This design comes from an exercise in tuning for small area and a short achievable clock period on the open sky130 flow, not from production work. Where RTL was checked, it was by simulation tests only, not by an equivalence proof against the original. The flow treats the clock pin as an ideal source, which a real chip does not have. Power and IR drop assume default switching activity.

==> 08-18 <==
Design booth_recoded_multiplier, start of the top module:
module booth_recoded_multiplier(clk, reset, multiplicand, multiplier, prod);
Settings: LEC_CHECK=0, CAP_MARGIN=20, CORE_MARGIN=2, CORE_UTILIZATION=70, SLEW_MARGIN=20, SYNTH_HIERARCHICAL=1, SYNTH_MINIMUM_KEEP_SIZE=0; clock period 8.5 ns.
standard.sh (not shown) runs the stock make flow with config.mk's settings and CLKGATE_MAP_FILE= SYNTH_SCRIPT=/design/flow/synth_recipe.tcl, a recipe that flattens the netlist after the stock synthesis.
==> flow/flow/run.sh <==
#!/bin/bash
# Standard layout, with each port buffered by the smallest buffer, and no dummy clock loads.
set -euo pipefail
export BUFFER_PORTS_ARGS="-buffer_cell sky130_fd_sc_hd__buf_1"
export CTS_ARGS="-sink_clustering_enable -repair_clock_nets -dont_use_dummy_load"
bash standard.sh > flow_make.log 2>&1
==> inputs of 07-27, as changes to 08-18 <==
Settings changed: SETUP_SLACK_MARGIN set to 3.7.
==> inputs of 10-22, as changes to 08-18 <==
--- a/flow/design.v
+++ b/flow/design.v
@@ -649,14 +649,12 @@
   fa ufs373 (.a(p132), .b(p143), .ci(fc370), .s(fs373), .co(fc374));
   assign X = {1'b1, p144, fc372, fc368, fc362, fc354, fc344, fc332, fc318, fc302, fc284, hc264, fs261, hc226, hc210, fs207, fc184, hc174, hs173, hs163, hs155, hs149, hs145, p1};
   assign Y = {1'b1, fc374, fs373, fs371, fs367, fs361, fs353, fs343, fs331, fs317, fs301, fs283, hs263, hs243, hs225, hs209, hs195, fs183, 1'b1, 1'b1, 1'b1, 1'b1, 1'b1, 1'b1};
   assign P = (~(X + Y + 24'd1)) ^ 24'h800000;
   always @(posedge clk or posedge reset)
-    if (reset) begin A <= 12'd0; prod <= 24'd0; end
-    else begin A <= multiplicand; prod <= P; end
-  always @(posedge clk)
-    B <= multiplier;
+    if (reset) begin A <= 12'd0; B <= 12'd0; prod <= 24'd0; end
+    else begin A <= multiplicand; B <= multiplier; prod <= P; end
 endmodule
 module fa(input a, input b, input ci, output s, output co);
   assign s = a ^ b ^ ci;
   assign co = (a & b) | (ci & (a ^ b));
 endmodule
==> flow/run.sh (new file) <==
#!/bin/bash
# synth_recipe.tcl (not shown) runs the flow's synth.tcl, then flattens the netlist and writes it again
# the make line also repeats each setting of config.mk as NAME=value (left out here)
make -C /OpenROAD-flow-scripts/flow DESIGN_CONFIG=/design/flow/config.mk WORK_HOME=/design/flow/orfs CLKGATE_MAP_FILE= SYNTH_SCRIPT=/design/flow/synth_recipe.tcl finish
Settings changed: CORE_UTILIZATION 70 to 40.
removed: flow/flow/run.sh
removed: flow/standard.sh
==> inputs of 07-13, as changes to 08-18 <==
--- a/flow/design.v
+++ b/flow/design.v
@@ -649,14 +649,12 @@
   fa ufs373 (.a(p132), .b(p143), .ci(fc370), .s(fs373), .co(fc374));
   assign X = {1'b1, p144, fc372, fc368, fc362, fc354, fc344, fc332, fc318, fc302, fc284, hc264, fs261, hc226, hc210, fs207, fc184, hc174, hs173, hs163, hs155, hs149, hs145, p1};
   assign Y = {1'b1, fc374, fs373, fs371, fs367, fs361, fs353, fs343, fs331, fs317, fs301, fs283, hs263, hs243, hs225, hs209, hs195, fs183, 1'b1, 1'b1, 1'b1, 1'b1, 1'b1, 1'b1};
   assign P = (~(X + Y + 24'd1)) ^ 24'h800000;
   always @(posedge clk or posedge reset)
-    if (reset) begin A <= 12'd0; prod <= 24'd0; end
-    else begin A <= multiplicand; prod <= P; end
-  always @(posedge clk)
-    B <= multiplier;
+    if (reset) begin A <= 12'd0; B <= 12'd0; prod <= 24'd0; end
+    else begin A <= multiplicand; B <= multiplier; prod <= P; end
 endmodule
 module fa(input a, input b, input ci, output s, output co);
   assign s = a ^ b ^ ci;
   assign co = (a & b) | (ci & (a ^ b));
 endmodule
==> flow/flow/run.sh (replaced) <==
#!/bin/bash
# Standard layout, with each port buffered by the smallest buffer instead of the default.
set -euo pipefail
export BUFFER_PORTS_ARGS="-buffer_cell sky130_fd_sc_hd__buf_1"
bash standard.sh > flow_make.log 2>&1
==> summary.txt <==
07-27 completed with no timing, DRC or antenna violations. 10-22 completed with no timing, DRC or antenna violations. 08-18 completed with no timing, DRC or antenna violations. 07-13 finished with timing, DRC and antenna clean. Worst hold slack, highest first: 07-13, 10-22, 08-18, 07-27. In sequential cell count, 10-22 and 08-18 do not differ. Via count: 07-27 is higher than 10-22 (about 5%). Synthesized cell count is the same in 10-22 and 07-27. Sequential share of layout area: 08-18 is lower than 07-27 (0.12 points). Between 10-22 and 08-18, the lower clock power is in 08-18 (gap 64%, measured against 08-18). The highest register-to-register slack belongs to 07-27, the lowest to 08-18.
==> figures <==
Result of the run: 10-22 no timing/DRC/antenna violations; 07-13 no timing/DRC/antenna violations; 08-18 no timing/DRC/antenna violations; 07-27 no timing/DRC/antenna violations
Crit path buf inv count: 10-22 1; 07-13 0; 08-18 0; 07-27 1
Post-DP HPWL: 10-22 8251 µm; 07-13 8127 µm; 08-18 8043 µm; 07-27 8043 µm
Post-synth top area share: 10-22 0.4170; 07-13 0.4170; 08-18 0.4220; 07-27 0.4220
P per Cell Area: 10-22 405.0 nW/µm²; 07-13 420.3 nW/µm²; 08-18 420.3 nW/µm²; 07-27 416.7 nW/µm²
Largest net degree at the start of global routing: 10-22 49; 07-13 49; 08-18 37; 07-27 37
Sequential logic power: 10-22 0.354 mW; 07-13 0.353 mW; 08-18 0.352 mW; 07-27 0.350 mW
Seq/total area: 10-22 0.2069; 07-13 0.2239; 08-18 0.2165; 07-27 0.2177
FF-to-FF Start: 10-22 B[2]; 07-13 B[5]; 08-18 B[7]; 07-27 A[1]
Number of well taps: 10-22 172; 07-13 96; 08-18 96; 07-27 96
Min cycle time layout: 10-22 4824 ps; 07-13 4868 ps; 08-18 4930 ps; 07-27 4635 ps
Router iterations before antenna repair: 10-22 4; 07-13 6; 08-18 5; 07-27 4
Fraction of area in multi-input gates: 10-22 0.6304; 07-13 0.6823; 08-18 0.6943; 07-27 0.6742
Routed wire length: 10-22 10640 µm; 07-13 10510 µm; 08-18 10690 µm; 07-27 11360 µm
Multi-input logic area: 10-22 3660 µm²; 07-13 3660 µm²; 08-18 3660 µm²; 07-27 3685 µm²
The RTL of 10-22 and 07-13 was laid out without a check of its function.

==> run a: inputs <==
Starting RTL as in the previous note.
clock: 8.5 ns
lec_check: 0
cap_margin: 20
core_margin: 2
core_utilization: 70
hold_slack_margin: 0.05
slew_margin: 20
synth_hierarchical: 1
synth_minimum_keep_size: 0
==> flow/flow/run.sh <==
#!/bin/bash
set -euo pipefail
export BUFFER_PORTS_ARGS="-buffer_cell sky130_fd_sc_hd__buf_1"
export CTS_ARGS="-sink_clustering_enable -repair_clock_nets -dont_use_dummy_load"
bash standard.sh synth floorplan place cts > log_make_to_cts.txt 2>&1

R=orfs/results/${FLOW_PLATFORM}/booth_recoded_multiplier/base
mkdir -p skew
cp $R/4_cts.odb skew/4_cts_noskew.odb
export SKEW_SDC=$R/4_cts.sdc
export SKEW_LIB=$FLOW_HOME/platforms/${FLOW_PLATFORM}/lib/sky130_fd_sc_hd__tt_025C_1v80.lib
export SKEW_RC=$FLOW_HOME/platforms/${FLOW_PLATFORM}/setRC.tcl
chains=(
  "clkdlybuf4s50_1 clkbuf_16"
  "clkdlybuf4s50_1 clkdlybuf4s25_1 clkbuf_16"
  "clkdlybuf4s50_1 clkdlybuf4s50_1 clkbuf_16"
  "clkdlybuf4s50_1 clkdlybuf4s50_1 clkbuf_1 clkbuf_16"
  "clkdlybuf4s50_1 clkdlybuf4s50_1 clkbuf_2 clkbuf_16"
  "clkdlybuf4s50_1 clkdlybuf4s50_1 clkbuf_1 clkbuf_1 clkbuf_16"
  "clkdlybuf4s50_1 clkdlybuf4s50_1 clkbuf_2 clkbuf_2 clkbuf_16"
  "clkdlybuf4s50_1 clkdlybuf4s50_1 clkbuf_2 clkbuf_2 clkbuf_2 clkbuf_16"
  "clkdlybuf4s50_1 clkdlybuf4s50_1 clkdlybuf4s15_1 clkbuf_16"
  "clkdlybuf4s50_1 clkdlybuf4s50_1 clkdlybuf4s25_1 clkbuf_16"
  "clkdlybuf4s50_1 clkdlybuf4s50_1 clkdlybuf4s50_1 clkbuf_16"
)
# bases: the placed design as CTS left it, and after setup repair towards tighter targets
cp skew/4_cts_noskew.odb skew/base_0.odb
for m in 3.8; do
  ( REPAIR_IN=skew/4_cts_noskew.odb REPAIR_OUT=skew/base_$m.odb REPAIR_MARGIN=$m \
      openroad -no_splash -exit flow/repair.tcl > skew/repair_$m.log 2>&1 || true ) &
done
wait
n=0
for base in 0 3.8; do
  [ -f skew/base_$base.odb ] || continue
  for up in 0 1; do
   for split in 0 3; do
    for ch in "${chains[@]}"; do
      ( SKEW_IN=skew/base_$base.odb SKEW_HOLDFIX=0.05 SKEW_UPAB=$up SKEW_SPLIT=$split SKEW_SPLITCELL=clkbuf_8 SKEW_THR=1.4 SKEW_CHAIN="$ch" \
          SKEW_OUT=skew/try_$n.odb openroad -no_splash -exit flow/skew_apply.tcl > skew/try_$n.log 2>&1 || true ) &
      n=$((n + 1))
      while [ "$(jobs -rp | wc -l)" -ge "${NUM_CORES:-4}" ]; do sleep 0.5; done
    done
   done
  done
done
wait
best=$(grep -H SKEW_RESULT skew/try_*.log | sed -E 's/^skew\/try_([0-9]+)\.log:.*setup_after=([^ ]+) hold_after=([^ ]+) clkslew=([^ ]+) area=([^ ]+) sr2r=([^ ]+) sout=([^ ]+).*/\1 \2 \3 \4 \5 \6 \7/' \
  | awk -v p=$FLOW_PERIOD_NS '$4 < 0.100 { s = $2*1e9; r = $6 - 0.12; if (r < s) s = r; if ($7 < s) s = $7;
        printf "%s %.2f %.4f\n", $1, (p - s) * $5, $3*1e9 }' \
  | sort -k2,2g | awk 'NR==1{top=$2} $2<=top*1.002' | sort -k3,3gr | head -1 | cut -d' ' -f1)
grep -h SKEW_RESULT skew/try_*.log > skew/results.txt || true
if [ -n "$best" ] && [ -f skew/try_$best.odb ]; then
  echo "chosen: try_$best $(grep SKEW_RESULT skew/try_$best.log)" >> skew/results.txt
  cp skew/try_$best.odb $R/4_cts.odb
fi
rm -f skew/try_*.odb skew/base_*.odb
bash standard.sh route finish > log_make_route_finish.txt 2>&1
Other scripts of this flow, unchanged in this note and not shown: flow/flow/repair.tcl, flow/flow/skew_apply.tcl
==> inputs of run b, as changes to run a <==
--- a/flow/flow/run.sh
+++ b/flow/flow/run.sh
@@ -26,5 +26,5 @@
 # bases: the placed design as CTS left it, and after setup repair towards tighter targets
 cp skew/4_cts_noskew.odb skew/base_0.odb
-for m in 3.8; do
+for m in 3.7 3.8; do
   ( REPAIR_IN=skew/4_cts_noskew.odb REPAIR_OUT=skew/base_$m.odb REPAIR_MARGIN=$m \
       openroad -no_splash -exit flow/repair.tcl > skew/repair_$m.log 2>&1 || true ) &
@@ -32,5 +32,5 @@
 wait
 n=0
-for base in 0 3.8; do
+for base in 0 3.7 3.8; do
   [ -f skew/base_$base.odb ] || continue
   for up in 0 1; do
==> summary.txt <==
In run b the register-to-register slack is lower than in run a, by 30 ps.
Against run b, the via count of run a is higher by about 1.2%.
In run b the global-route usage is lower than in run a, by 0.27 points.
Synthesized cell count is the same in run a and run b.
Between run a and run b, the lower setup slack is in run b (gap 56 ps).
==> figures <==
item	run b	run a
Run status	no timing/DRC/antenna violations	no timing/DRC/antenna violations
Global-route wire length before repair	18190 um	18420 um
DRT Wirelength	11050 um	11170 um
Vias in the first global route	3905	3941
Hold Startpoint	B[10]$_DFF_P_	B[9]$_DFF_P_
Number of cells on the critical path	1	15
Pwr Density	419.7 nW/um^2	417.8 nW/um^2
Worst reg2reg startpoint	A[2]$_DFF_PP0_	B[3]$_DFF_P_
Final nets	665	668
Total GRT Usage	34.73%	35.00%
Final area over synthesized area	1.0769x	1.0836x
GR Util met3	4.384%	6.623%

-- re-timing with driven ports --
The flow's constraints put no driver on any port. The routed layouts listed below were extracted and timed again, unchanged, in two steps.
Step 1: set_driving_cell puts a clkbuf_16 on clk and a buf_2 on each other input, an assumption about the parent block.
Step 2, shift: input delay + t, output delay - t, t = (earliest + latest rising clock arrival at the registers) / 2. This alone moves slack from input paths to output paths.
a / b / c = no drivers / after step 1 / after step 2; a / b = the first two.
run	shift t [ns]	setup WS [ns]	clock arrival spread, ns	cell pins on the clock port's net
08-18	0.332	3.570 / 3.570 / 3.570	0.012 / 0.012	1
07-27	0.341	3.865 / 3.865 / 3.865	0.010 / 0.009	1
10-22	0.342	3.676 / 3.676 / 3.676	0.007 / 0.006	1
07-13	0.329	3.632 / 3.632 / 3.632	0.009 / 0.009	1
run a	0.788	4.950 / 4.909 / 4.948	1.194 / 1.192	4
run b	0.830	4.893 / 4.829 / 4.916	1.270 / 1.269	4
Clock arrivals are far apart in run a and run b, so t is only a midpoint there and step 2 fits no single register. For run a, which loses most, drivers alone change the setup slack by -0.041 ns; drivers and shift together by -0.002 ns.
